Background: an optimization exercise with open tools, aiming at small area. Do not read the settings as production practice. The RTL was checked by simulation tests, not by an equivalence proof against the original design. No activity file was given, so power comes from the tool's default toggle rates.

<file path="flow/design.v">
module color_centroid
  (
    input         clk,
    input         rst,           
    input  [2:0]  rgbfilter,     
    input         new_frame_i,   
    output [14:0] orig_addr,
    input  [11:0] orig_pxl,
    output        proc_we,
    output [14:0] proc_addr,
    output [11:0] proc_pxl,
    output [7:0]  centroid,
    output        new_centroid,
    output [2:0]  proximity
  );
  reg [14:0] cnt;
  reg        processing;
  reg        we1, we2;
  wire end_cnt = cnt[14] & cnt[11] & cnt[9] & (&cnt[7:0]);  
  always @(posedge clk, posedge rst)
    if (rst) begin
      cnt        <= 15'd0;
      processing <= 1'b0;
      we1        <= 1'b0;
      we2        <= 1'b0;
    end else begin
      we1 <= processing;
      we2 <= we1;
      cnt <= (processing & ~end_cnt) ? cnt + 1'b1 : 15'd0;
      if (processing) begin
        if (end_cnt) processing <= 1'b0;
      end else if (new_frame_i)
        processing <= 1'b1;
    end
  assign orig_addr = cnt;
  assign proc_we   = we2;
  wire        wnorm = processing & we1;
  wire [14:0] cnt_m2 = cnt - 15'd2;
  assign proc_addr = (cnt_m2 & ~({15{~wnorm}} & 15'h3500)) | {14'd0, ~we1};
  wire frame_done = we1 & ~processing;
  assign new_centroid = we2 & ~we1;
  reg [11:0] pxl_rg;
  reg        thr;
  wire [3:0] red = orig_pxl[11:8];
  wire [3:0] grn = orig_pxl[7:4];
  wire [3:0] blu = orig_pxl[3:0];
  wire signed [4:0] d_rg = {1'b0, red} - {1'b0, grn};
  wire signed [4:0] d_rb = {1'b0, red} - {1'b0, blu};
  wire signed [4:0] d_gb = {1'b0, grn} - {1'b0, blu};
  wire v_rg = d_rg >= 5'sd7;
  wire v_gr = d_rg <= -5'sd7;
  wire s_rg = (d_rg >= -5'sd2) && (d_rg <= 5'sd2);
  wire v_rb = d_rb >= 5'sd7;
  wire v_br = d_rb <= -5'sd7;
  wire s_rb = (d_rb >= -5'sd2) && (d_rb <= 5'sd2);
  wire v_gb = d_gb >= 5'sd7;
  wire v_bg = d_gb <= -5'sd7;
  wire s_gb = (d_gb >= -5'sd2) && (d_gb <= 5'sd2);
  wire fr = rgbfilter[2];
  wire fg = rgbfilter[1];
  wire fb = rgbfilter[0];
  wire hi = &{red[3:2], grn[3:2], blu[3:2]};
  wire pass = (~(fr & ~fg) | v_rg) & (~(fr & ~fb) | v_rb) &
              (~(fg & ~fr) | v_gr) & (~(fg & ~fb) | v_gb) &
              (~(fb & ~fr) | v_br) & (~(fb & ~fg) | v_bg) &
              (~(fr & fg) | s_rg) & (~(fr & fb) | s_rb) & (~(fg & fb) | s_gb) &
              (~(fr & fg & fb) | hi);
  always @(posedge clk) begin
    pxl_rg <= orig_pxl;
    thr    <= pass;
  end
  assign proc_pxl = thr ? pxl_rg : 12'd0;
  wire [3:0] ph = cnt[3:0];
  wire       ph1  = (ph == 4'd1);            
  wire       init = (ph == 4'd2);            
  wire       xf   = (ph >= 4'd2) && (ph <= 4'd5);
  reg  [3:0] bk;
  always @(posedge clk)
    if (!processing)
      bk <= 4'd9;
    else if (ph == 4'd5)
      bk <= (bk == 4'd9) ? 4'd0 : bk + 1'b1;
  wire colin = xf ? (bk <= 4'd7) : (bk >= 4'd1 && bk <= 4'd8);
  wire rowin = (cnt >= 15'd1280) && (cnt < 15'd17920);
  wire pi    = thr & colin & rowin;
  reg [3:0] pc;       
  reg [3:0] sh;       
  reg       f_last;   
  always @(posedge clk) begin
    pc <= ph1 ? 4'd0 : pc + {3'd0, pi};
    sh <= ph1 ? pc : {1'b0, sh[3:1]};
    if (ph1 && colin) f_last <= pi;
  end
  wire f_own = ph1 & pi;       
  wire f_grp = ph1 & f_last;   
  wire clr = ~|cnt[14:10];
  wire e_0   = (bk == 4'd1);
  wire e_7   = (bk == 4'd8);
  wire e_l   = (bk >= 4'd1) && (bk <= 4'd4);
  wire e_01  = (bk >= 4'd1) && (bk <= 4'd2);
  wire e_012 = (bk >= 4'd1) && (bk <= 4'd3);
  wire e_67  = (bk >= 4'd7) && (bk <= 4'd8);
  wire e_567 = (bk >= 4'd6) && (bk <= 4'd8);
  reg [15:0] r_t, r_l, r_0, r_01, r_012, r_7, r_67, r_567;
  reg        c_t, c_l, c_0, c_01, c_012, c_7, c_67, c_567;
  wire a_t   = sh[0];
  wire a_l   = e_l   & sh[0];
  wire a_0   = e_0   & sh[0];
  wire a_01  = e_01  & sh[0];
  wire a_012 = e_012 & sh[0];
  wire a_7   = e_7   & sh[0];
  wire a_67  = e_67  & sh[0];
  wire a_567 = e_567 & sh[0];
  wire [1:0] s_t = {(r_t[0] & a_t) | (c_t & (r_t[0] | a_t)), r_t[0] ^ a_t ^ c_t};
  wire [1:0] s_l = {(r_l[0] & a_l) | (c_l & (r_l[0] | a_l)), r_l[0] ^ a_l ^ c_l};
  wire [1:0] s_0 = {(r_0[0] & a_0) | (c_0 & (r_0[0] | a_0)), r_0[0] ^ a_0 ^ c_0};
  wire [1:0] s_01 = {(r_01[0] & a_01) | (c_01 & (r_01[0] | a_01)), r_01[0] ^ a_01 ^ c_01};
  wire [1:0] s_012 = {(r_012[0] & a_012) | (c_012 & (r_012[0] | a_012)), r_012[0] ^ a_012 ^ c_012};
  wire [1:0] s_7 = {(r_7[0] & a_7) | (c_7 & (r_7[0] | a_7)), r_7[0] ^ a_7 ^ c_7};
  wire [1:0] s_67 = {(r_67[0] & a_67) | (c_67 & (r_67[0] | a_67)), r_67[0] ^ a_67 ^ c_67};
  wire [1:0] s_567 = {(r_567[0] & a_567) | (c_567 & (r_567[0] | a_567)), r_567[0] ^ a_567 ^ c_567};
  always @(posedge clk) begin
    r_t   <= {s_t[0]   & ~clr, r_t[15:1]};
    r_l   <= {s_l[0]   & ~clr, r_l[15:1]};
    r_0   <= {s_0[0]   & ~clr, r_0[15:1]};
    r_01  <= {s_01[0]  & ~clr, r_01[15:1]};
    r_012 <= {s_012[0] & ~clr, r_012[15:1]};
    r_7   <= {s_7[0]   & ~clr, r_7[15:1]};
    r_67  <= {s_67[0]  & ~clr, r_67[15:1]};
    r_567 <= {s_567[0] & ~clr, r_567[15:1]};
    c_t   <= s_t[1]   | f_own;
    c_l   <= s_l[1]   | (e_l   & f_grp);
    c_0   <= s_0[1]   | (e_0   & f_own);
    c_01  <= s_01[1]  | (e_01  & f_grp);
    c_012 <= s_012[1] | (e_012 & f_grp);
    c_7   <= s_7[1]   | (e_7   & f_own);
    c_67  <= s_67[1]  | (e_67  & f_grp);
    c_567 <= s_567[1] | (e_567 & f_grp);
  end
  wire t_b = r_t[0];                         
  wire h_b = r_t[1];                         
  wire q_b = r_t[4] & ~(&ph[3:1]);           
  wire u_b = r_l[15];                        
  reg gt_l, side, bw, lt, ge0, ge1, ge2;
  wire a_b = side ? u_b : t_b;
  wire b_b = side ? t_b : u_b;
  wire bwe = bw & ~init;
  wire d_b = a_b ^ b_b ^ bwe;
  wire x0 = side ? r_0[0]   : r_7[0];
  wire x1 = side ? r_01[0]  : r_67[0];
  wire x2 = side ? r_012[0] : r_567[0];
  always @(posedge clk) begin
    gt_l <= (u_b & ~t_b) | (~(u_b ^ t_b) & gt_l & ~init);
    if (init) side <= gt_l;
    bw   <= (~a_b & b_b) | (~(a_b ^ b_b) & bwe);
    lt   <= (~d_b & q_b) | (~(d_b ^ q_b) & lt & ~init);
    ge0  <= (x0 & ~h_b) | (~(x0 ^ h_b) & (ge0 | init));
    ge1  <= (x1 & ~h_b) | (~(x1 ^ h_b) & (ge1 | init));
    ge2  <= (x2 & ~h_b) | (~(x2 ^ h_b) & (ge2 | init));
  end
  wire [13:0] tv = r_t[15:2];
  wire few = ~|tv[13:8] & ~(tv[7] & |tv[6:0]);    
  wire [1:0] k = ge0 ? 2'd0 : ge1 ? 2'd1 : ge2 ? 2'd2 : 2'd3;
  wire [3:0] code_tmp = few ? 4'b0000 : lt ? 4'b0100 : {1'b1, side, k};
  reg [2:0] prox_tmp;
  always @(*)
    if (tv[13])      prox_tmp = 3'd7;
    else if (tv[12]) prox_tmp = tv[11] ? 3'd7 : 3'd6;
    else if (tv[11]) prox_tmp = 3'd5;
    else if (tv[10]) prox_tmp = 3'd4;
    else if (tv[9])  prox_tmp = 3'd3;
    else if (tv[8])  prox_tmp = 3'd2;
    else if (tv[7])  prox_tmp = 3'd1;
    else             prox_tmp = 3'd0;
  reg [3:0] code;
  reg [2:0] prox_o;
  always @(posedge clk, posedge rst)
    if (rst) begin
      code   <= 4'd0;
      prox_o <= 3'd0;
    end else if (frame_done) begin
      code   <= code_tmp;
      prox_o <= prox_tmp;
    end
  wire       cen_c = ~code[3] & code[2];
  wire [3:0] kdec  = {code[1:0] == 2'd3, code[1:0] == 2'd2,
                      code[1:0] == 2'd1, code[1:0] == 2'd0};
  wire [3:0] lft   = {4{code[3] &  code[2]}} & kdec;
  wire [3:0] rgt   = {4{code[3] & ~code[2]}} & kdec;
  assign centroid  = {rgt[0], rgt[1], rgt[2], rgt[3] | cen_c,
                      lft[3] | cen_c, lft[2], lft[1], lft[0]};
  assign proximity = prox_o;
endmodule
</file>
<file path="flow/config.mk">
export PLATFORM = sky130hd
export DESIGN_NAME = color_centroid
export DESIGN_NICKNAME = color_centroid
export VERILOG_FILES = /design/flow/design.v
export SDC_FILE = /design/flow/constraint.sdc
export NUM_CORES = 4
export LEC_CHECK = 0
export CAP_MARGIN = 20
export CORE_MARGIN = 2
export CORE_UTILIZATION = 40
export CTS_BUF_LIST = sky130_fd_sc_hd__clkbuf_8
export CTS_CLUSTER_DIAMETER = 60
export CTS_CLUSTER_SIZE = 20
export SLEW_MARGIN = 20
</file>
<file path="flow/standard.sh">
#!/bin/bash
# synth_recipe.tcl (not shown) runs the flow's synth.tcl, then flattens the netlist and writes it again
# the make line also repeats each setting of config.mk as NAME=value (left out here)
make -C /OpenROAD-flow-scripts/flow DESIGN_CONFIG=/design/flow/config.mk WORK_HOME=/design/flow/orfs CLKGATE_MAP_FILE= SYNTH_SCRIPT=/design/flow/synth_recipe.tcl "${@:-finish}"
</file>
<file path="flow/flow/run.sh">
#!/bin/bash
# Standard ORFS layout with two changes: the ports are buffered with the
# smallest plain buffer, and the clock tree options are given explicitly.
set -euo pipefail
export BUFFER_PORTS_ARGS="-buffer_cell sky130_fd_sc_hd__buf_1"
export CTS_ARGS="-sink_clustering_enable -repair_clock_nets -dont_use_dummy_load -buf_list sky130_fd_sc_hd__clkbuf_16 -sink_clustering_size 50 -sink_clustering_max_diameter 150"
bash standard.sh > orfs_make.log 2>&1
</file>
<file path="flow/constraint.sdc">
create_clock -name core_clock -period 10.0 [get_ports {clk}]
set_input_delay 2.0000 -clock core_clock [delete_from_list [all_inputs] [get_ports {clk}]]
set_output_delay 2.0000 -clock core_clock [all_outputs]
set_load 0.01 [all_outputs]
</file>
==> results of run 1 <==
## logic make-up (layout without fill, tap and decap cells)
kind of cell,after synthesis,in the layout
adder cells (fa/ha/maj),37,37
buffers and inverters,60,130
XOR/XNOR,33,33
AO/OA/AOI/OAI,67,67
flip-flops,194,194
multiplexers,8,8
AND/OR/NAND/NOR,196,196
## flip-flops by register name (all words and copies together), names as in the netlist, 3 cells and up
signal,count
cnt,15
r_012,16
pxl_rg,12
r_01,16
sh,4
code,4
pc,4
r_t,16
r_567,16
r_7,16
r_0,16
r_l,16
prox_o,3
r_67,16
bk,4
## synth_stat cells, types with 2 or more instances
library cell and instances:
sky130_fd_sc_hd__nor2b_1 13, sky130_fd_sc_hd__and2_1 16, sky130_fd_sc_hd__buf_2 2, sky130_fd_sc_hd__fa_1 12, sky130_fd_sc_hd__nand4_1 4, sky130_fd_sc_hd__o31ai_1 6, sky130_fd_sc_hd__xor2_1 16, sky130_fd_sc_hd__a21boi_0 4
sky130_fd_sc_hd__mux2i_1 5, sky130_fd_sc_hd__and3_1 8, sky130_fd_sc_hd__a31o_2 3, sky130_fd_sc_hd__dfxtp_1 167, sky130_fd_sc_hd__inv_1 39, sky130_fd_sc_hd__edfxtp_1 2, sky130_fd_sc_hd__nand3_1 13, sky130_fd_sc_hd__ha_1 25
sky130_fd_sc_hd__or3_1 2, sky130_fd_sc_hd__nor3b_1 2, sky130_fd_sc_hd__o21ai_0 24, sky130_fd_sc_hd__nor2_1 49, sky130_fd_sc_hd__a21oi_1 9, sky130_fd_sc_hd__nand2b_1 13, sky130_fd_sc_hd__nor4_1 3, sky130_fd_sc_hd__nand3b_1 4
sky130_fd_sc_hd__mux2_2 3, sky130_fd_sc_hd__a21o_1 4, sky130_fd_sc_hd__a31oi_1 2, sky130_fd_sc_hd__xnor2_1 17, sky130_fd_sc_hd__clkbuf_1 19, sky130_fd_sc_hd__or4_1 3, sky130_fd_sc_hd__nor3_1 17, sky130_fd_sc_hd__dfrtp_1 25
sky130_fd_sc_hd__nand2_1 46
## power by group through the flow
| stage | Clock [uW] | Combinational [uW] | Sequential [uW] |
|---|---|---|---|
| after floorplan | 0 | 41.7 | 796 |
| after global placement | 0 | 55.5 | 798 |
| after detailed placement | 0 | 57.4 | 798 |
| after CTS | 554 | 57.8 | 781 |
| after global routing | 582 | 65.0 | 781 |
| final | 535 | 58.1 | 781 |
## cells in the final DEF, fill, tap and decap left out, types with 3 or more instances in the layout
cell                        synthesis  final
sky130_fd_sc_hd__dfxtp_1          167    167
sky130_fd_sc_hd__buf_1              0     72
sky130_fd_sc_hd__nor2_1            49     49
sky130_fd_sc_hd__nand2_1           46     46
sky130_fd_sc_hd__inv_1             39     38
sky130_fd_sc_hd__ha_1              25     25
sky130_fd_sc_hd__dfrtp_1           25     25
sky130_fd_sc_hd__o21ai_0           24     24
sky130_fd_sc_hd__nor3_1            17     17
sky130_fd_sc_hd__xnor2_1           17     17
sky130_fd_sc_hd__clkbuf_16          0     17
sky130_fd_sc_hd__xor2_1            16     16
sky130_fd_sc_hd__and2_1            16     16
sky130_fd_sc_hd__nand2b_1          13     13
sky130_fd_sc_hd__nor2b_1           13     13
sky130_fd_sc_hd__nand3_1           13     13
sky130_fd_sc_hd__fa_1              12     12
sky130_fd_sc_hd__a21oi_1            9      9
sky130_fd_sc_hd__and3_1             8      8
sky130_fd_sc_hd__o31ai_1            6      6
sky130_fd_sc_hd__mux2i_1            5      5
sky130_fd_sc_hd__nand3b_1           4      4
sky130_fd_sc_hd__a21o_1             4      4
sky130_fd_sc_hd__nand4_1            4      4
sky130_fd_sc_hd__a21boi_0           4      4
sky130_fd_sc_hd__nor4_1             3      3
sky130_fd_sc_hd__or4_1              3      3
sky130_fd_sc_hd__a31o_2             3      3
sky130_fd_sc_hd__mux2_2             3      3
## worst min-delay path by stage
stage | from | endpoint | slack, ns | cells past startpoint
after detailed placement | r_0[8] | r_0[7] | 0.31 | 0
after global routing | r_012[11] | r_012[10] | 0.32 | 0
after global placement | r_l[13] | r_l[12] | 0.31 | 0
after CTS | r_567[12] | r_567[11] | 0.31 | 0
after floorplan | r_012[1] | r_012[0] | 0.31 | 0
final | r_567[14] | r_567[13] | 0.31 | 0
## final cells by class
| class | instances | area (sq um) |
|---|---|---|
| clock buffers | 17 | 425 |
| fillers | 1523 | 8490 |
| inverters | 39 | 146 |
| multi-input cells | 341 | 2350 |
| flip-flops and latches | 194 | 4030 |
| well taps | 216 | 270 |
| repair buffers | 74 | 293 |
## metal layers
metal  wire [um]  track usage (%)
met5           0                0
met4         154             5.20
met3         412             3.49
met2        5110             21.0
met1        5530             18.5
## stage by stage
step	power (uW)	instances	hold WS, ns	utilization (%)	area, sq um
floorplan	838	595	0.310	-	6610
global placement	853	863	0.311	44.2	7070
detailed placement	855	863	0.312	44.2	7070
CTS	1390	880	0.314	46.9	7500
global route	1430	881	0.324	47.0	7510
finish	1370	881	0.308	47.0	7510
==> notes.md, run 1 <==
The worst slew margin relative to its limit came out at between 60 and 70%. The net count after synthesis is 650. After synthesis, the cell types taking the most area are sky130_fd_sc_hd__dfxtp_1, sky130_fd_sc_hd__dfrtp_1, sky130_fd_sc_hd__ha_1. The count of clock tree sinks came out at a little under 200. The remaining global-route overflow is 0. The worst path buffer plus inverter count is 1. The count of warnings emitted by yosys came out at 1. The power share of the clock group came out at 39.0%. In this run the count of I/O pins placed on the die edge is 73. The initial antenna violation count is 0. The measured slew at the worst slew-check pin is about 0.51 ns. The final clock skew came out at 0.0240 ns. The number of endpoints failing setup at the final stage came out at 0. Across the run, the number of max-cap violations was 0. The horizontal die dimension came out at about 130 um. In this run, post-CTS repair resized a total of 0 instances. The net switching component of the power is 275 uW.

The setup slack of the most critical reg-to-reg path came out at roughly 7.7 ns. The detailed-routing iteration count for the pre-antenna-repair pass is 4. The top cell type's share of synthesized area is roughly half. The first global-routing pass estimated 19.2 mm of wire. The wire length reported by the detailed router is approximately 11 mm. The worst hold path belongs to the class reg -> reg. Global routing consumed, over all layers together, between 10% and 20% of the routing resources. Setup repair after global routing left no endpoint under its margin. The signal on the critical path passes through nor3_1, nand2_1, nor2_1, nand2_1, xnor2_1, buf_1.

The number of nets still failing antenna checks after routing came out at 0. Net switching is 20.0% of the power. The final worst slack came out at between 5 and 6 ns. The adder-cell area share of the yosys netlist is under 10%. After synthesis, the share of flip-flops with an asynchronous set or reset is 12.9%. The number of post-CTS setup repair buffers is 0.

The capture point of the worst reg-to-reg path is pc[1]. The total core area is approximately 0.016 sq mm. The largest net degree at the start of global routing came out at 26. In this run the worst setup path terminates at proc_addr[14]. The repair_antennas step left the layout with diodes totalling 0. Hold repair after CTS inserted 0 buffers. The number of cells on the worst reg-to-reg path is 9. The row count came out at between 40 and 50. The number of DRC violations after detailed-routing iteration 0 is 146. STA classifies the critical path startpoint as a flip-flop. The starting utilization of the core area is between 40% and 50%. The startpoint of the worst-slack reg-to-reg timing path is cnt[1]. STA classifies the critical path endpoint as a primary output. In the final layout, the share of cells above drive strength 1 is 4.66%. On the worst path, the slowest cell contributes a delay of ~0.53 ns. The static power due to leakage came out at approximately 0.0030 uW. The count of state elements after synthesis is roughly 190. The total clock buffers created by CTS is 17.

The compound-gate portion of the synthesized area came out at slightly below 7%. The portion of the clock cycle consumed by the worst path in the final layout came out at 42.0%. In this run the worst path has a maximum fanout of 13.

STA puts the critical path data required time at around 8.0 ns. The TritonCTS clock tree is done. VDD sags by at most ~0.14 mV. The mapped cell area came out at about 0.0066 sq mm. The final count of hold timing violations came out at 0. The total via count after detailed routing is between 4,000 and 5,000. The number of enable flip-flop cells after synthesis is 2. The instance count of the mapped netlist came out at ~600. After routing, the total negative slack on setup checks comes to 0 ns. The internal power of the cells totals 1100 uW.

Timing would allow up to roughly 240 MHz. The congestion estimate from routability-driven global placement came to approximately 0.8. The average cell area after synthesis is around 11 sq um. Compared with the post-synthesis result, the final layout area differs by 13.7%. The arrival time at the worst endpoint came out at 2.20 ns.

The total of buffers placed on input and output ports is 72. Among the stages of the critical path, the cell type that occurs most often is sky130_fd_sc_hd__nand2_1. The xor and xnor fraction of the mapped netlist area is roughly 4.4%.

The clock insertion delay at the later pin of the skew report came out at between 0.4 and 0.5 ns. The number of remaining DRC errors came out at 0. The max-slew violation count was 0. CTS placed an instance of sky130_fd_sc_hd__clkbuf_16 at the clock tree root. The minimum setup slack after placement is 5.72 ns. The area enclosed by the die boundary is 0.0176 sq mm. Of the synthesized area, sequential elements account for roughly three fifths. The shortest clock period the worst path allows after layout is between 4 and 5 ns. The start-to-end type of the worst setup path is reg -> out.

The area share of and/or/nand/nor cells after synthesis came out at between 10 and 15%. Dividing total power by cell area gives a power density of about 180 mW/mm^2. In the synthesized netlist the dominant register cell turns out to be sky130_fd_sc_hd__dfxtp_1.

At the end of the flow, the number of nets in the layout was slightly above 700. The critical path runs through a total of 6 cells. By area, the combinational part of the netlist is dominated by simple AND/OR/NAND/NOR gates. The run finished with no timing, DRC or antenna violations. The portion of total power attributed to combinational logic came out at 4.2%. The number of buffers between clock root and the deepest sink came out at 2. After detailed routing, the number of vias per cell comes to roughly 4.7. Once detailed placement completed, the half-perimeter wirelength came to between 8 and 9 mm.

The mux cell area share after synthesis is 1.27%. On the critical path, the stage with the largest delay is an instance of sky130_fd_sc_hd__dfrtp_1. The via count of the first global-routing pass came out at approximately 4,000. The number of distinct library cell variants in the gate-level netlist after synthesis came out at slightly above 50. Tracing the worst setup path back leads to its startpoint at cnt[3]. The H-tree depth reported by CTS came out at 4. The top cell family by delay on the critical path is simple AND/OR/NAND/NOR gates. The height of the die is roughly 130 um. The biggest area consumer among synthesized cells is sky130_fd_sc_hd__dfxtp_1.

In the final routed layout, each cell accounts on average for 12.7 um. The power share of the sequential group is between 50% and 60%. After clock tree synthesis, the clock-pin slew on the worst setup and hold paths is approximately 0.07 ns.
==> run 2: changes to the inputs <==
==> flow/flow/run.sh (replaced) <==
#!/bin/bash
# Standard ORFS layout with two changes: the ports are buffered with the
# smallest plain buffer, and the clock tree options are given explicitly.
set -euo pipefail
export BUFFER_PORTS_ARGS="-buffer_cell sky130_fd_sc_hd__buf_1"

bash standard.sh > orfs_make.log 2>&1
==> run 2 against run 1 <==
Global-route usage rose by 0.22 points. Routed wire length up 0.54%. Non-clock buffer count unchanged. Still clean on timing, DRC and antenna.
==> notes.md, run 2 <==
STA classifies the critical path endpoint as a primary output. The path type of the worst min-delay path is reg -> reg. The height of the die was 133 um (unchanged).

The all-layer global routing usage is 13.8% (+0.22 points). The root buffer cell chosen for the clock tree is sky130_fd_sc_hd__clkbuf_8. Leaving out fill and tap cells, the most frequent cell in the layout is sky130_fd_sc_hd__dfxtp_1. The average cell area after synthesis is 11.1 sq um (unchanged). The count of boundary I/O pins is 73 (unchanged). The worst vdd rail ir drop came to 0.0963 mV (-30%). The largest net degree at the start of global routing is 26 (unchanged). The number of max-capacitance violations reported is 0 (unchanged).

The number of buffers between clock root and the deepest sink came out at 2 (unchanged). The starting utilization of the core area came out at 41.3% (unchanged). The global-route wire length before repair is 19.3 mm (+0.57%). The number of distinct library cell variants in the gate-level netlist after synthesis is 51 (unchanged). The ratio of cells with drive above 1 in the final layout came out at 6.62% (+2.0 points).

The count of hold-fix buffers inserted at cts is 0 (unchanged). Ranked by total cell area, the synthesized netlist is headed by sky130_fd_sc_hd__dfxtp_1, sky130_fd_sc_hd__dfrtp_1, sky130_fd_sc_hd__ha_1. The horizontal die dimension came to 133 um (unchanged). By count the netlist is led by sky130_fd_sc_hd__dfxtp_1, sky130_fd_sc_hd__nor2_1, sky130_fd_sc_hd__nand2_1. The number of enable flip-flop cells after synthesis is 2 (unchanged). The initial antenna violation count is 0 (unchanged). The most used flip-flop cell after synthesis is sky130_fd_sc_hd__dfxtp_1. The H-tree depth reported by CTS is 4 (unchanged).

The TritonCTS clock tree is done. The final count of hold timing violations is 0 (unchanged). The largest fanout on the critical path came out at 13 (unchanged).

The met2 routed wirelength is 5.13 mm (+0.37%). The setup total negative slack was 0 ns (unchanged). The row count came to 46 (unchanged). The worst slew margin relative to its limit is 66.9% (+0.88 points).

The clock-pin slew of the registers on the worst-case setup and hold paths is 0.10 ns (+0.03 ns). The most common cell type on the critical path is sky130_fd_sc_hd__nand2_1. The number of DRC violations after detailed-routing iteration 0 came out at 164 (+12%). In the layout the commonest cells are sky130_fd_sc_hd__dfxtp_1, sky130_fd_sc_hd__buf_1, sky130_fd_sc_hd__nor2_1. Broken down by cell family, the worst path's largest delay share belongs to simple AND/OR/NAND/NOR gates. The estimated wirelength of the detail-placed design came out at 8.04 mm (unchanged). The last weighted congestion value of the routability-driven placer is 0.815 (unchanged). The measured slew at the worst slew-check pin came out at 0.495 ns (-0.0132 ns). Setup repair after global routing left no endpoint under its margin.

The cell count after placement is 863 (unchanged). The fraction of registers with async set or reset after synthesis came to 12.9% (unchanged). The via density per instance is 4.66 (-1.2%).

The worst setup path is launched from a flip-flop. The remaining global-route overflow is 0 (unchanged). The minimum setup slack after placement is 5.72 ns (unchanged). Of all cell types, the one taking the most synthesized area is sky130_fd_sc_hd__dfxtp_1. The count of clock tree sinks came to 194 (unchanged). The count of state elements after synthesis is 194 (unchanged). The number of gates given a new drive strength after cts was 0 (unchanged). The via count of the first global-routing pass came out at 4,017 (+0.48%). The total clock buffers created by CTS is 17 (unchanged). The critical path goes through nor3_1, nand2_1, nor2_1, nand2_1, xnor2_1, buf_1.

The required time of the critical path was 8.00 ns (about the same). The net count after synthesis came out at 650 (unchanged). The top cell type's share of synthesized area came out at 50.6% (unchanged). The count of warnings emitted by yosys came out at 1 (unchanged). The area enclosed by the die boundary came to 0.0176 sq mm (unchanged). The portion of the clock cycle consumed by the worst path in the final layout is 42.8% (+0.79 points). The total core area came out at 0.0160 sq mm (unchanged). The number of remaining DRC errors is 0 (unchanged).

The number of diodes is 0 (unchanged). The number of non-filler instances in the completed layout was 896 (+1.7%). The wire length reported by the detailed router is 11.3 mm (+0.54%). The instance count of the mapped netlist was 595 (unchanged).

Compared with the post-synthesis result, the final layout area differs by 13.5%. The number of endpoints failing setup at the final stage came out at 0 (unchanged). By instance count, the leading cell after synthesis is sky130_fd_sc_hd__dfxtp_1. The wire length on met3 came to 414 um (+0.49%). The number of nets in the final layout came out at 722 (unchanged). The total via count after detailed routing is 4,172 (+0.48%).

The static power due to leakage came out at 0.00300 uW (-0.18%). The number of nets still failing antenna checks after routing is 0 (unchanged). The arrival time at the worst endpoint came out at 2.28 ns (+0.08 ns). The average routed wire per standard cell came out at 12.6 um (-1.1%). The mapped cell area is 0.00661 sq mm (unchanged). The clock insertion delay at the later pin of the skew report came to 0.47 ns (+0.05 ns). The sequential share of the synthesized area was 61.0% (unchanged).

The worst hold-check slack came out at 0.324 ns (+0.0163 ns). The highest routing layer actually used is met4. The critical path in this run is classified as reg -> out. The power per cell area is 179 mW/mm^2 (-2.3%). The number of post-CTS setup repair buffers is 0 (unchanged). The final clock skew is 0.0101 ns (-0.0138 ns). The worst path buffer plus inverter count is 1 (unchanged). The flow ran to the end and the layout has no timing, DRC or antenna violations. The final worst slack was 5.72 ns (-0.0793 ns). The wire length on met1 is 5.51 mm (-0.38%). The detailed-routing iteration count for the pre-antenna-repair pass is 4 (unchanged).

The max-slew violation count was 0 (unchanged). The shortest clock period the worst path allows after layout came to 4.28 ns (+0.0793 ns). The slowest stage of the critical path is the sky130_fd_sc_hd__dfrtp_1 cell.

The top achievable clock speed is 234 MHz (-1.9%). The largest stage delay on the critical path is 0.55 ns (+0.02 ns). The total of buffers placed on input and output ports came to 72 (unchanged).
[run 2: cell counts after synthesis]
Identical to the previous run, type by type.
[run 2: area by class of cell]
| cell class | count | area [sq um] |
|---|---|---|
| inverters | 39 | 146 |
| flip-flops and latches | 194 | 4030 |
| fillers | 1539 | 8500 |
| repair buffers | 74 | 293 |
| clock buffers | 17 | 234 |
| multi-input cells | 341 | 2350 |
| well taps | 216 | 270 |
| clock inverters | 15 | 174 |
[run 2: kinds of logic after synthesis]
group           synth area share (%)
fa+ha+maj                       8.37
simple gates                    14.7
flops                           61.0
buf+inv                         3.45
compound gates                  6.85
xor+xnor                        4.37
mux                             1.27
[run 2: worst paths after layout]
| kind | from | end | slack [ns] | depth (start not counted) |
|---|---|---|---|---|
| hold reg to reg | r_567[12] | r_567[11] | 0.32 | 0 |
| hold / removal | r_567[12] | r_567[11] | 0.32 | 0 |
| setup reg to reg | cnt[1] | pc[1] | 7.65 | 9 |
| setup / recovery | cnt[3] | proc_addr[14] | 5.72 | 6 |
| min in group asynchronous | rst | prox_o[0] | 1.40 | 2 |
| max in group asynchronous | rst | cnt[14] | 8.21 | 3 |
[run 2: layer usage]
metal | global-route usage, % | vias up
met3 | 3.72 | 17
li1 | - | 2101
met4 | 6.27 | 0
met2 | 21.0 | 77
met5 | 0 | -
met1 | 18.5 | 1977
[run 2: report_power, final]
part	switching [uW]	internal [uW]
Combinational	33.6	24.6
Sequential	2.04	778
Clock	292	210
[run 2: through the flow]
stage / power (uW) / utilization (%) / instance area, sq um
floorplan: 838 / - / 6610
global placement: 853 / 44.2 / 7070
detailed placement: 855 / 44.2 / 7070
CTS: 1360 / 46.8 / 7480
global route: 1400 / 46.9 / 7500
finish: 1340 / 46.9 / 7500
==> run 3: changes to the inputs <==
==> flow/flow/run.sh (replaced) <==
#!/bin/bash
set -euo pipefail
WORK=$(pwd)
cp -r "$FLOW_HOME/scripts" "$WORK/orfs_scripts"
cp "$WORK/flow/abc_area_lean.script" "$WORK/orfs_scripts/abc_speed.script"
export SCRIPTS_DIR="$WORK/orfs_scripts"
export BUFFER_PORTS_ARGS="-buffer_cell sky130_fd_sc_hd__buf_1"
bash standard.sh > orfs_make.log 2>&1
==> flow/flow/abc_area_lean.script (new file) <==
strash
dc2
dch -f
amap
topo
stime -c
==> run 3 against run 2 <==
Cell count increased by 0.78%. Non-clock buffer count increased by 1. Total power decreased by 5.9%. Register-to-register slack got worse by 0.85 ns. Largest power group unchanged.
==> notes.md, run 3 <==
STA classifies the critical path startpoint as a flip-flop. The number of non-filler instances in the completed layout is 903 (+0.78%). The flip-flop and latch area was 0.00403 sq mm (unchanged). The number of DRC violations after detailed-routing iteration 0 came out at 195 (+19%). The area enclosed by the die boundary is 0.0169 sq mm (-3.5%). The average routed wire per standard cell is 12.0 um (-4.4%). The number of distinct library cell variants in the gate-level netlist after synthesis came to 43 (-16%). The instance count of the mapped netlist was 581 (-2.4%).

The horizontal die dimension came out at 130 um (-1.8%). The wire length reported by the detailed router came to 10.9 mm (-3.6%). The fraction of registers with async set or reset after synthesis is 12.9% (unchanged). The final clock skew is 0.00723 ns (-0.00292 ns). The starting utilization of the core area came out at 40.5% (-0.76 points). The clock insertion delay at the later pin of the skew report is 0.46 ns (about the same). The count of warnings emitted by yosys is 1 (unchanged).

The number of nets in the final layout is 730 (+1.1%). The cell count after placement came out at 872 (+1.0%). The total core area came out at 0.0157 sq mm (-1.8%). The via density per instance came out at 4.64 (-0.32%).

The clock-pin slew of the registers on the worst-case setup and hold paths is 0.09 ns (about the same). The number of cells on the worst reg-to-reg path is 11 (+2). The number of diodes is 0 (unchanged). Setup repair after global routing left no endpoint under its margin. The tightest min-delay check is of the reg -> reg type. The largest net degree at the start of global routing is 26 (unchanged). The detailed-routing iteration count for the pre-antenna-repair pass is 4 (unchanged). The power per cell area came out at 173 mW/mm^2 (-3.0%). The row count came to 46 (unchanged). The number of remaining DRC errors is 0 (unchanged). TritonCTS built the clock tree. The average cell area after synthesis is 11.0 sq um (-1.3%).

The required time of the critical path is 8.00 ns (about the same). The remaining global-route overflow came out at 0 (unchanged). The last weighted congestion value of the routability-driven placer is 0.858 (+5.4%). The count of state elements after synthesis came out at 194 (unchanged). The library cells used most frequently in the layout, excluding fill and tap cells, are sky130_fd_sc_hd__dfxtp_1, sky130_fd_sc_hd__clkinv_1, sky130_fd_sc_hd__buf_1. The portion of the clock cycle consumed by the worst path in the final layout is 53.2% (+10 points). The worst vdd rail ir drop is 0.104 mV (+8.5%). The H-tree depth reported by CTS came out at 4 (unchanged).

The worst slew margin relative to its limit is 36.2% (-31 points). The buffer cell driving the clock tree root is sky130_fd_sc_hd__clkbuf_8. The mapped cell area came to 0.00637 sq mm (-3.6%). The minimum setup slack after placement was 5.18 ns (-0.545 ns).

The number of max-capacitance violations reported came to 0 (unchanged). The top achievable clock speed came out at 188 MHz (-20%). The start-to-end type of the worst setup path is reg -> out. The sequential share of the synthesized area came out at 63.2% (+2.3 points). STA classifies the critical path endpoint as a primary output. The filler cell count came out at 1,480 (-3.8%). The height of the die is 130 um (-1.8%). The global-route wire length before repair is 18.6 mm (-3.8%).

The total area of multi-input combinational cells came out at 0.00206 sq mm (-13%). Summed over all instances, the cell type with the most area after synthesis is sky130_fd_sc_hd__dfxtp_1. The all-layer global routing usage is 14.1% (+0.26 points). The number of endpoints failing setup at the final stage came out at 0 (unchanged). The total of buffers placed on input and output ports is 72 (unchanged). The most frequent standard cell in the layout excluding fill and tap cells is sky130_fd_sc_hd__dfxtp_1.

The shortest clock period the worst path allows after layout came to 5.32 ns (+1.04 ns). The setup total negative slack is 0 ns (unchanged). The number of post-CTS setup repair buffers came out at 0 (unchanged).

The total power draw is 1260 uW (-5.9%). The area added between synthesis and finish is 14.1%. The number of nets still failing antenna checks after routing came out at 0 (unchanged). The total via count after detailed routing came out at 4,191 (+0.46%). The number of enable flip-flop cells after synthesis came to 2 (unchanged). The static power due to leakage came out at 0.00279 uW (-6.8%). The total clock buffers created by CTS is 17 (unchanged). The most used flip-flop cell after synthesis is sky130_fd_sc_hd__dfxtp_1. The ratio of cells with drive above 1 in the final layout is 4.51% (-2.1 points). The top cell type's share of synthesized area came out at 52.5% (+1.9 points).

The most common cell in the synthesized netlist is sky130_fd_sc_hd__dfxtp_1. The largest fanout on the critical path came out at 7 (-6). The flow ran to the end and the layout has no timing, DRC or antenna violations.

The net count after synthesis came to 636 (-2.2%). The max-slew violation count is 0 (unchanged). The initial antenna violation count was 0 (unchanged). By area the synthesized netlist is led by sky130_fd_sc_hd__dfxtp_1, sky130_fd_sc_hd__dfrtp_1, sky130_fd_sc_hd__ha_1. The cell count of the worst hold path is 0 (unchanged). The number of buffers between clock root and the deepest sink came out at 2 (unchanged). The measured slew at the worst slew-check pin is 0.951 ns (+0.456 ns).

The number of gates given a new drive strength after cts was 0 (unchanged). The estimated wirelength of the detail-placed design came out at 7.97 mm (-0.88%). The count of boundary I/O pins came out at 73 (unchanged).

Counting instances in the post-synthesis netlist gives the leading cell types as sky130_fd_sc_hd__dfxtp_1, sky130_fd_sc_hd__clkinv_1, sky130_fd_sc_hd__nor2_1. The count of clock tree sinks is 194 (unchanged). The via count of the first global-routing pass came out at 4,057 (+1.0%). The arrival time at the worst endpoint came out at 3.32 ns (+1.04 ns). The final worst slack is 4.68 ns (-1.04 ns). The count of hold-fix buffers inserted at cts is 0 (unchanged). The final count of hold timing violations came out at 0 (unchanged).
-- run 3: cell count changes after synthesis, moves of 11 or more --
cell | before | now
sky130_fd_sc_hd__xor2_1 | 16 | 0
sky130_fd_sc_hd__clkinv_1 | 0 | 78
sky130_fd_sc_hd__nor2_1 | 49 | 63
sky130_fd_sc_hd__and2_1 | 16 | 0
sky130_fd_sc_hd__nand2_1 | 46 | 27
sky130_fd_sc_hd__xnor2_1 | 17 | 0
sky130_fd_sc_hd__a21oi_1 | 9 | 20
sky130_fd_sc_hd__inv_1 | 39 | 0
sky130_fd_sc_hd__clkbuf_1 | 19 | 0
sky130_fd_sc_hd__a211oi_1 | 0 | 15
-- run 3: stage by stage --
stage	util [%]	cell area (sq um)	hold slack, ns
after floorplan	-	6370	0.310
after global placement	44.2	6940	0.312
after detailed placement	44.2	6940	0.312
after CTS	46.3	7270	0.329
after global routing	46.3	7270	0.335
final	46.3	7270	0.329
-- run 3: cell type report --
cell class | count | area share [%]
inverter | 78 | 4.03
clock inverter | 12 | 0.946
clock buffer | 19 | 3.60
tap | 216 | 3.72
sequential | 194 | 55.4
multi-input combinational | 309 | 28.3
timing repair buffer | 75 | 4.03
-- run 3: power breakdown --
| part | internal (uW) | switching, uW |
|---|---|---|
| clock | 180 | 248 |
| combinational | 20.3 | 33.8 |
| sequential | 777 | 0.651 |
-- run 3: per-layer routing --
layer,vias up,global-route usage (%),wire length [um]
met5,-,0,0
met4,0,6.07,178
met3,17,4.31,490
met2,81,21.4,4880
met1,1945,18.7,5310
li1,2148,-,-
-- run 3: path summary, 6_finish.rpt --
| kind | start | to | slack (ns) |
|---|---|---|---|
| worst max-delay path | cnt[2] | proc_addr[13] | 4.68 |
| worst min-delay path | r_567[11] | r_567[10] | 0.33 |
| worst max register to register | cnt[1] | pc[2] | 6.80 |
| worst min register to register | r_567[11] | r_567[10] | 0.33 |
| max in group asynchronous | rst | we1 | 7.96 |
| min in group asynchronous | rst | prox_o[1] | 1.60 |
-- run 3: cells by family after synthesis --
logic type      after synthesis  synth area share, %
buf+inv                      78                 4.60
flops                       194                 63.2
simple gates                163                 12.0
compound gates              109                 11.4
fa+ha+maj                    37                 8.68
-- run 3: worst max-delay path: stages, from the launching register on --
cell                       delay [ns]
sky130_fd_sc_hd__dfrtp_1         0.46
sky130_fd_sc_hd__clkinv_1        0.14
sky130_fd_sc_hd__ha_1            0.19
sky130_fd_sc_hd__clkinv_1        0.08
sky130_fd_sc_hd__or3_1           0.39
sky130_fd_sc_hd__nor3_1          0.22
sky130_fd_sc_hd__nand2_1         0.10
sky130_fd_sc_hd__nor2_1          0.14
sky130_fd_sc_hd__clkinv_1        0.10
sky130_fd_sc_hd__nor3_1          0.26
sky130_fd_sc_hd__clkinv_1        0.13
sky130_fd_sc_hd__nor3_1          0.21
sky130_fd_sc_hd__nor2_1          0.07
sky130_fd_sc_hd__a211oi_1        0.21
sky130_fd_sc_hd__buf_1           0.18
==> run 4: changes to the inputs <==
--- a/flow/flow/run.sh
+++ b/flow/flow/run.sh
@@ -5,4 +5,5 @@
 cp "$WORK/flow/abc_area_lean.script" "$WORK/orfs_scripts/abc_speed.script"
 export SCRIPTS_DIR="$WORK/orfs_scripts"
 export BUFFER_PORTS_ARGS="-buffer_cell sky130_fd_sc_hd__buf_1"
+export CTS_ARGS="-sink_clustering_enable -repair_clock_nets -dont_use_dummy_load -buf_list sky130_fd_sc_hd__clkbuf_16 -root_buf sky130_fd_sc_hd__clkbuf_16 -sink_clustering_size 30 -sink_clustering_max_diameter 80"
 bash standard.sh > orfs_make.log 2>&1
==> run 4 against run 3 <==
Critical path depth is the same. Clock power grew 24%. Core utilization grew 0.61 points. Sequential share of layout area shrank 0.72 points. Register-to-register slack is essentially flat. Clock-buffer cell count shrank 2. Synthesized cell count is the same.
==> notes.md, run 4 <==
The critical path goes through clkinv_1, ha_1, clkinv_1, or3_1, nor3_1, nand2_1, nor2_1, clkinv_1, nor3_1, clkinv_1, nor3_1, nor2_1, a211oi_1, buf_1. The flow ran to the end and the layout has no timing, DRC or antenna violations. The count of warnings emitted by yosys came out at 1 (unchanged). The total power draw is 1370 uW (+8.3%).

The top cell types in the final layout, fill and taps aside, are sky130_fd_sc_hd__dfxtp_1, sky130_fd_sc_hd__clkinv_1, sky130_fd_sc_hd__buf_1. The largest stage delay on the critical path came out at 0.45 ns (about the same). Among all stages on the critical path, the largest delay is contributed by sky130_fd_sc_hd__dfrtp_1.

The via density per instance came out at 4.66 (+0.41%). In this run the worst hold path is classified as reg -> reg. The clock insertion delay at the later pin of the skew report is 0.42 ns (-0.04 ns). The worst setup path is captured at a primary output. The number of distinct library cell variants in the gate-level netlist after synthesis came out at 43 (unchanged).

The total area of multi-input combinational cells came out at 0.00206 sq mm (unchanged). The most frequent cell after synthesis is sky130_fd_sc_hd__dfxtp_1. The start-to-end type of the worst setup path is reg -> out.

The total clock buffers created by CTS is 17 (unchanged). The wire length reported by the detailed router came out at 10.8 mm (-0.16%). The most used flip-flop cell after synthesis is sky130_fd_sc_hd__dfxtp_1.

The total core area is 0.0157 sq mm (unchanged). The shortest clock period the worst path allows after layout came out at 5.28 ns (-0.0432 ns). The number of post-CTS setup repair buffers was 0 (unchanged). The count of boundary I/O pins came to 73 (unchanged). The arrival time at the worst endpoint is 3.28 ns (-0.04 ns). The remaining global-route overflow came to 0 (unchanged). The count of hold-fix buffers inserted at cts is 0 (unchanged). The cell count after placement is 872 (unchanged). The measured slew at the worst slew-check pin came out at 0.948 ns (-0.00288 ns). The horizontal die dimension was 130 um (unchanged). The starting utilization of the core area came out at 40.5% (unchanged). The number of endpoints failing setup at the final stage is 0 (unchanged). The number of gates given a new drive strength after cts came to 0 (unchanged). The number of non-filler instances in the completed layout is 889 (-1.6%).

The average cell area after synthesis was 11.0 sq um (unchanged). The net count after synthesis came out at 636 (unchanged). The sort of element at the start of the critical path is a flip-flop. The area added between synthesis and finish came out at 15.6%. The number of diodes is 0 (unchanged).

The all-layer global routing usage came to 14.1% (+0.021 points). The ratio of cells with drive above 1 in the final layout is 3.12% (-1.4 points). TritonCTS built the clock tree. The count of clock tree sinks is 194 (unchanged). Setup repair after global routing left no endpoint under its margin.

The worst vdd rail ir drop came out at 0.142 mV (+36%). The top cell type's share of synthesized area is 52.5% (unchanged). The number of enable flip-flop cells after synthesis came out at 2 (unchanged). The power per cell area is 185 mW/mm^2 (+6.9%). The count of state elements after synthesis came out at 194 (unchanged).

The global-route wire length before repair is 18.6 mm (about the same). Leaving out fill and tap cells, the most frequent cell in the layout is sky130_fd_sc_hd__dfxtp_1. The number of buffers between clock root and the deepest sink came out at 2 (unchanged). The biggest area consumer among synthesized cells is sky130_fd_sc_hd__dfxtp_1. The initial antenna violation count is 0 (unchanged). The via count of the first global-routing pass came out at 4,037 (-0.49%).

The number of nets in the final layout came to 730 (unchanged). By area the synthesized netlist is led by sky130_fd_sc_hd__dfxtp_1, sky130_fd_sc_hd__dfrtp_1, sky130_fd_sc_hd__ha_1. The filler cell count is 1,464 (-1.1%).

The average routed wire per standard cell came out at 12.2 um (+1.4%). The largest net degree at the start of global routing is 26 (unchanged). The flip-flop and latch area came to 0.00403 sq mm (unchanged).

The number of nets still failing antenna checks after routing was 0 (unchanged). The final instance area came out at 0.00737 sq mm (+1.3%). The area enclosed by the die boundary came out at 0.0169 sq mm (unchanged).

The row count came out at 46 (unchanged). The number of max-capacitance violations reported is 0 (unchanged). The final clock skew is 0.0114 ns (+0.00421 ns). The placed cell area came to 0.00694 sq mm (unchanged).

The mapped cell area is 0.00637 sq mm (unchanged). The number of remaining DRC errors is 0 (unchanged). The H-tree depth reported by CTS is 4 (unchanged). The detailed-routing iteration count for the pre-antenna-repair pass came to 4 (unchanged). The sequential share of the synthesized area came out at 63.2% (unchanged). The top achievable clock speed came out at 189 MHz (+0.82%). The number of DRC violations after detailed-routing iteration 0 came out at 177 (-9.2%). The fraction of registers with async set or reset after synthesis came out at 12.9% (unchanged). The required time of the critical path came out at 8.00 ns (about the same). The final count of hold timing violations came out at 0 (unchanged). The last weighted congestion value of the routability-driven placer came to 0.858 (unchanged). The largest fanout on the critical path came out at 7 (unchanged). The most numerous cell type found on the critical path is sky130_fd_sc_hd__clkinv_1.

The max-slew violation count came to 0 (unchanged). By count the netlist is led by sky130_fd_sc_hd__dfxtp_1, sky130_fd_sc_hd__clkinv_1, sky130_fd_sc_hd__nor2_1. The instance count of the mapped netlist came to 581 (unchanged). The estimated wirelength of the detail-placed design was 7.97 mm (unchanged). The height of the die came out at 130 um (unchanged). The total of buffers placed on input and output ports is 72 (unchanged). The clock-pin slew of the registers on the worst-case setup and hold paths came out at 0.06 ns (-0.03 ns).

The static power due to leakage came out at 0.00281 uW (+0.77%). The setup total negative slack is 0 ns (unchanged). The total via count after detailed routing is 4,143 (-1.1%).

The buffer cell driving the clock tree root is sky130_fd_sc_hd__clkbuf_16. The portion of the clock cycle consumed by the worst path in the final layout is 52.8% (-0.43 points). The worst slew margin relative to its limit came to 36.4% (+0.19 points).
[run 4: layout make-up]
type                            count  area share (%)
Clock buffer                       17            5.78
Tap cell                          216            3.67
Timing Repair Buffer               75            3.97
Inverter                           78            3.97
Multi-Input combinational cell    309            27.9
Sequential cell                   194            54.7
[run 4: final timing paths]
path	from	to	cells past startpoint	slack, ns
worst min-delay path	r_7[6]	r_7[5]	0	0.32
worst max register to register	cnt[1]	pc[2]	11	6.79
worst min register to register	r_7[6]	r_7[5]	0	0.32
worst max-delay path	cnt[2]	proc_addr[13]	14	4.72
max in group asynchronous	rst	processing	2	7.90
min in group asynchronous	rst	prox_o[1]	2	1.65
[run 4: through the flow]
step                worst slack [ns]  utilization [%]  hold slack [ns]
floorplan                       5.39                -            0.310
global placement                5.21             44.2            0.312
detailed placement              5.18             44.2            0.312
CTS                             4.68             46.9            0.318
global route                    4.37             46.9            0.328
finish                          4.72             46.9            0.320
[run 4: routing by layer]
layer / vias up / wire (um) / global-route usage, % / share of wire [%]
met4: 0 / 146 / 5.50 / 1.3
met2: 68 / 4930 / 21.6 / 46
met3: 12 / 461 / 4.43 / 4.3
met1: 1922 / 5300 / 18.8 / 49
met5: - / 0 / 0 / 0
li1: 2141 / - / - / -
[run 4: cell families (layout without fill, tap and decap cells)]
kind of cell | count (synthesis) | count (layout) | share of synthesized area, %
compound gates | 109 | 109 | 11.4
buf+inv | 78 | 170 | 4.60
simple gates | 163 | 163 | 12.0
flops | 194 | 194 | 63.2
fa+ha+maj | 37 | 37 | 8.68
[run 4: critical path, delay by kind of cell (launching register included)]
family | cells | cell delay [ns]
simple gates | 7 | 1.39
flops | 1 | 0.45
compound gates | 1 | 0.21
fa+ha+maj | 1 | 0.18
buf+inv | 5 | 0.63
[run 4: power by group]
part / switching, uW / internal, uW / leakage, uW
clock: 236 / 295 / 0.000209
combinational: 34.0 / 20.3 / 0.000922
sequential: 0.659 / 779 / 0.00168
==> run 5: changes to the inputs <==
==> flow/flow/run.sh (replaced) <==
#!/bin/bash
set -euo pipefail
WORK=$(pwd)
cp -r "$FLOW_HOME/scripts" "$WORK/orfs_scripts"
cp "$WORK/flow/abc_area_lean.script" "$WORK/orfs_scripts/abc_speed.script"
export SCRIPTS_DIR="$WORK/orfs_scripts"
export BUFFER_PORTS_ARGS="-buffer_cell sky130_fd_sc_hd__buf_1"
export CTS_ARGS="-sink_clustering_enable -repair_clock_nets -dont_use_dummy_load -buf_list sky130_fd_sc_hd__clkbuf_8 -sink_clustering_size 20 -sink_clustering_max_diameter 60"
bash standard.sh > orfs_make.log 2>&1
==> run 5 against run 4 <==
Sequential power about the same. Largest cell class unchanged. Clock skew up 0.0078 ns. Highest routed layer unchanged. Global-route usage decreased by 0.20 points. Total power is 12% lower. Synthesized area unchanged. Design area is 2.6% lower. Critical endpoint unchanged.
==> notes.md, run 5 <==
The number of DRC violations after detailed-routing iteration 0 is 196 (+11%). The area enclosed by the die boundary came out at 0.0169 sq mm (unchanged). The total core area came to 0.0157 sq mm (unchanged). The number of post-CTS setup repair buffers came out at 0 (unchanged).

The initial antenna violation count came out at 0 (unchanged). The number of enable flip-flop cells after synthesis is 2 (unchanged). The worst hold-check slack is 0.318 ns (-0.00151 ns). The measured slew at the worst slew-check pin is 0.952 ns (+0.00461 ns).

The largest net degree at the start of global routing came out at 26 (unchanged). The H-tree depth reported by CTS is 4 (unchanged). The height of the die is 130 um (unchanged). The final count of hold timing violations is 0 (unchanged). Sorting the synthesized cells by how often they occur yields sky130_fd_sc_hd__dfxtp_1, sky130_fd_sc_hd__clkinv_1, sky130_fd_sc_hd__nor2_1. The count of boundary I/O pins came out at 73 (unchanged). The count of hold-fix buffers inserted at cts is 0 (unchanged).

The setup total negative slack is 0 ns (unchanged). The number of distinct library cell variants in the gate-level netlist after synthesis is 43 (unchanged). The top achievable clock speed is 188 MHz (-0.70%).

The remaining global-route overflow came out at 0 (unchanged). The number of gates given a new drive strength after cts is 0 (unchanged). The number of nets in the final layout was 730 (unchanged). The worst setup path is of the reg -> out kind.

The power per cell area was 167 mW/mm^2 (-9.7%). The via density per instance is 4.67 (+0.14%). The starting utilization of the core area came to 40.5% (unchanged). Relative to the synthesized area, the layout overhead comes to 12.6%. The number of non-filler instances in the completed layout is 889 (unchanged).

The clock insertion delay at the later pin of the skew report came out at 0.45 ns (+0.03 ns). The required time of the critical path is 8.00 ns (about the same). The wire length reported by the detailed router came to 10.8 mm (-0.12%).

Setup repair after global routing left no endpoint under its margin. The most frequent standard cell in the layout excluding fill and tap cells is sky130_fd_sc_hd__dfxtp_1. The number of max-capacitance violations reported came out at 0 (unchanged).

The final clock skew is 0.0192 ns (+0.00777 ns). The number of nets still failing antenna checks after routing is 0 (unchanged). The via count of the first global-routing pass came out at 4,012 (-0.62%). TritonCTS built the clock tree. The worst vdd rail ir drop is 0.0981 mV (-31%). The filler cell count came to 1,490 (+1.8%). The fraction of registers with async set or reset after synthesis came to 12.9% (unchanged). The global-route wire length before repair is 18.4 mm (-1.0%).

The last weighted congestion value of the routability-driven placer is 0.858 (unchanged). The top cell type's share of synthesized area is 52.5% (unchanged). The total of buffers placed on input and output ports came to 72 (unchanged). The total clock buffers created by CTS is 17 (unchanged). The count of warnings emitted by yosys is 1 (unchanged).

The largest fanout on the critical path came out at 7 (unchanged). The most used flip-flop cell after synthesis is sky130_fd_sc_hd__dfxtp_1. The row count is 46 (unchanged). The horizontal die dimension is 130 um (unchanged). Yosys instantiated no cell more often than sky130_fd_sc_hd__dfxtp_1. The arrival time at the worst endpoint came out at 3.32 ns (+0.04 ns). The wire length on met1 is 5.32 mm (+0.42%). In the layout the commonest cells are sky130_fd_sc_hd__dfxtp_1, sky130_fd_sc_hd__clkinv_1, sky130_fd_sc_hd__buf_1.

The all-layer global routing usage is 13.9% (-0.20 points). The detailed router used layers up to and including met4. The run finished with no timing, DRC or antenna violations. The clock-pin slew of the registers on the worst-case setup and hold paths was 0.08 ns (+0.02 ns).

The max-slew violation count is 0 (unchanged). The average cell area after synthesis came out at 11.0 sq um (unchanged). The sequential share of the synthesized area came to 63.2% (unchanged). The static power due to leakage came out at 0.00273 uW (-3.1%). The count of clock tree sinks is 194 (unchanged). The total via count after detailed routing was 4,149 (+0.14%).

Clock tree synthesis selected as its root buffer the cell sky130_fd_sc_hd__clkbuf_8. The shortest clock period the worst path allows after layout is 5.32 ns (+0.0375 ns). The instance count of the mapped netlist came out at 581 (unchanged). The number of diodes came out at 0 (unchanged). The worst slew margin relative to its limit was 36.1% (-0.31 points).

The estimated wirelength of the detail-placed design is 7.97 mm (unchanged). The largest total area in the synthesized netlist belongs to sky130_fd_sc_hd__dfxtp_1. The wire length on met3 is 440 um (-4.6%). The detailed-routing iteration count for the pre-antenna-repair pass is 4 (unchanged).

The number of remaining DRC errors is 0 (unchanged). The number of endpoints failing setup at the final stage is 0 (unchanged). The portion of the clock cycle consumed by the worst path in the final layout came out at 53.2% (+0.37 points). The ratio of cells with drive above 1 in the final layout is 3.12% (unchanged). The path type of the worst min-delay path is reg -> reg.

The mapped cell area came out at 0.00637 sq mm (unchanged). Ranked by total cell area, the synthesized netlist is headed by sky130_fd_sc_hd__dfxtp_1, sky130_fd_sc_hd__dfrtp_1, sky130_fd_sc_hd__ha_1. The cell count after placement is 872 (unchanged). The number of buffers between clock root and the deepest sink came out at 2 (unchanged). The average routed wire per standard cell is 12.2 um (-0.12%). The endpoint kind of the worst setup timing path is a primary output. The met2 routed wirelength came out at 4.85 mm (-1.7%). The net count after synthesis came out at 636 (unchanged). The count of state elements after synthesis is 194 (unchanged). STA classifies the critical path startpoint as a flip-flop. The flip-flop and latch area is 0.00403 sq mm (unchanged). The total area of multi-input combinational cells is 0.00206 sq mm (unchanged).
-- run 5: cell counts after synthesis --
No cell type changed its count.
-- run 5: final timing paths --
kind | start | to | slack, ns | cells past startpoint
min in group asynchronous | rst | prox_o[1] | 1.61 | 2
worst min-delay path | r_012[15] | r_012[14] | 0.32 | 0
worst max register to register | cnt[1] | pc[2] | 6.78 | 11
worst max-delay path | cnt[2] | proc_addr[13] | 4.68 | 14
max in group asynchronous | rst | processing | 7.93 | 2
worst min register to register | r_012[15] | r_012[14] | 0.32 | 0
-- run 5: cells by family (layout without fill, tap and decap cells) --
family / after synthesis / count (layout) / synth area share [%]
compound gates: 109 / 109 / 11.4
buf+inv: 78 / 170 / 4.60
simple gates: 163 / 163 / 12.0
flops: 194 / 194 / 63.2
fa+ha+maj: 37 / 37 / 8.68
-- run 5: through the flow --
step                worst slack, ns  cell area [sq um]  utilization [%]  power, uW
floorplan                      5.39               6370                -        834
global placement               5.21               6940             44.2        848
detailed placement             5.18               6940             44.2        850
CTS                            4.63               7170             45.7       1220
global route                   4.32               7170             45.7       1250
finish                         4.68               7170             45.7       1200
-- run 5: per-layer routing --
metal / track usage [%] / vias up
met5: 0 / -
met4: 7.27 / 0
met3: 3.20 / 17
met2: 21.1 / 75
met1: 18.6 / 1921
li1: - / 2136
-- run 5: where the power goes --
part           total, uW  internal (uW)  switching, uW  leakage, uW
sequential           778            778          0.656      0.00168
combinational       54.1           20.3           33.8     0.000922
clock                368            150            218     0.000122
total               1200            948            252      0.00273
-- run 5: final cells by class --
type / instances / area share (%)
inverters: 78 / 4.08
repair buffers: 75 / 4.08
flip-flops and latches: 194 / 56.2
multi-input cells: 309 / 28.7
clock buffers: 17 / 3.26
well taps: 216 / 3.77
-- run 5: critical path, cell delays in order (launching register included) --
cell,delay (ns)
sky130_fd_sc_hd__dfrtp_1,0.46
sky130_fd_sc_hd__clkinv_1,0.14
sky130_fd_sc_hd__ha_1,0.18
sky130_fd_sc_hd__clkinv_1,0.08
sky130_fd_sc_hd__or3_1,0.39
sky130_fd_sc_hd__nor3_1,0.22
sky130_fd_sc_hd__nand2_1,0.10
sky130_fd_sc_hd__nor2_1,0.14
sky130_fd_sc_hd__clkinv_1,0.10
sky130_fd_sc_hd__nor3_1,0.26
sky130_fd_sc_hd__clkinv_1,0.13
sky130_fd_sc_hd__nor3_1,0.21
sky130_fd_sc_hd__nor2_1,0.07
sky130_fd_sc_hd__a211oi_1,0.21
sky130_fd_sc_hd__buf_1,0.18

==> port drivers added, routing unchanged <==
How much do the figures lean on ideal ports? The routed layouts below were timed once more, with nothing changed but the port constraints.
Step 1 assumes that a clkbuf_16 drives the clock port and a buf_2 every other input.
Step 2, shift: input delay + t, output delay - t, t = (earliest + latest rising clock arrival at the registers) / 2. This alone moves slack from input paths to output paths.
Slacks: ideal / step 1 / step 2; pairs: ideal / step 1.
run | t (ns) | setup WS [ns] | hold slack, ns | clock arrival spread, ns | cell pins on the clock port's net
run 1 | 0.451 | 5.802 / 5.761 / 5.698 | 0.308 / 0.308 / 0.308 | 0.025 / 0.025 | 1
run 2 | 0.499 | 5.723 / 5.686 / 5.706 | 0.324 / 0.324 / 0.324 | 0.012 / 0.013 | 1
run 3 | 0.487 | 4.678 / 4.643 / 5.130 | 0.329 / 0.329 / 0.329 | 0.008 / 0.008 | 1
run 4 | 0.453 | 4.722 / 4.680 / 5.133 | 0.320 / 0.320 / 0.320 | 0.013 / 0.013 | 1
run 5 | 0.475 | 4.684 / 4.648 / 5.123 | 0.318 / 0.318 / 0.318 | 0.020 / 0.020 | 1
After both steps every run listed still meets setup and hold. For run 1, which loses most, drivers alone change the setup slack by -0.041 ns; drivers and shift together by -0.104 ns.
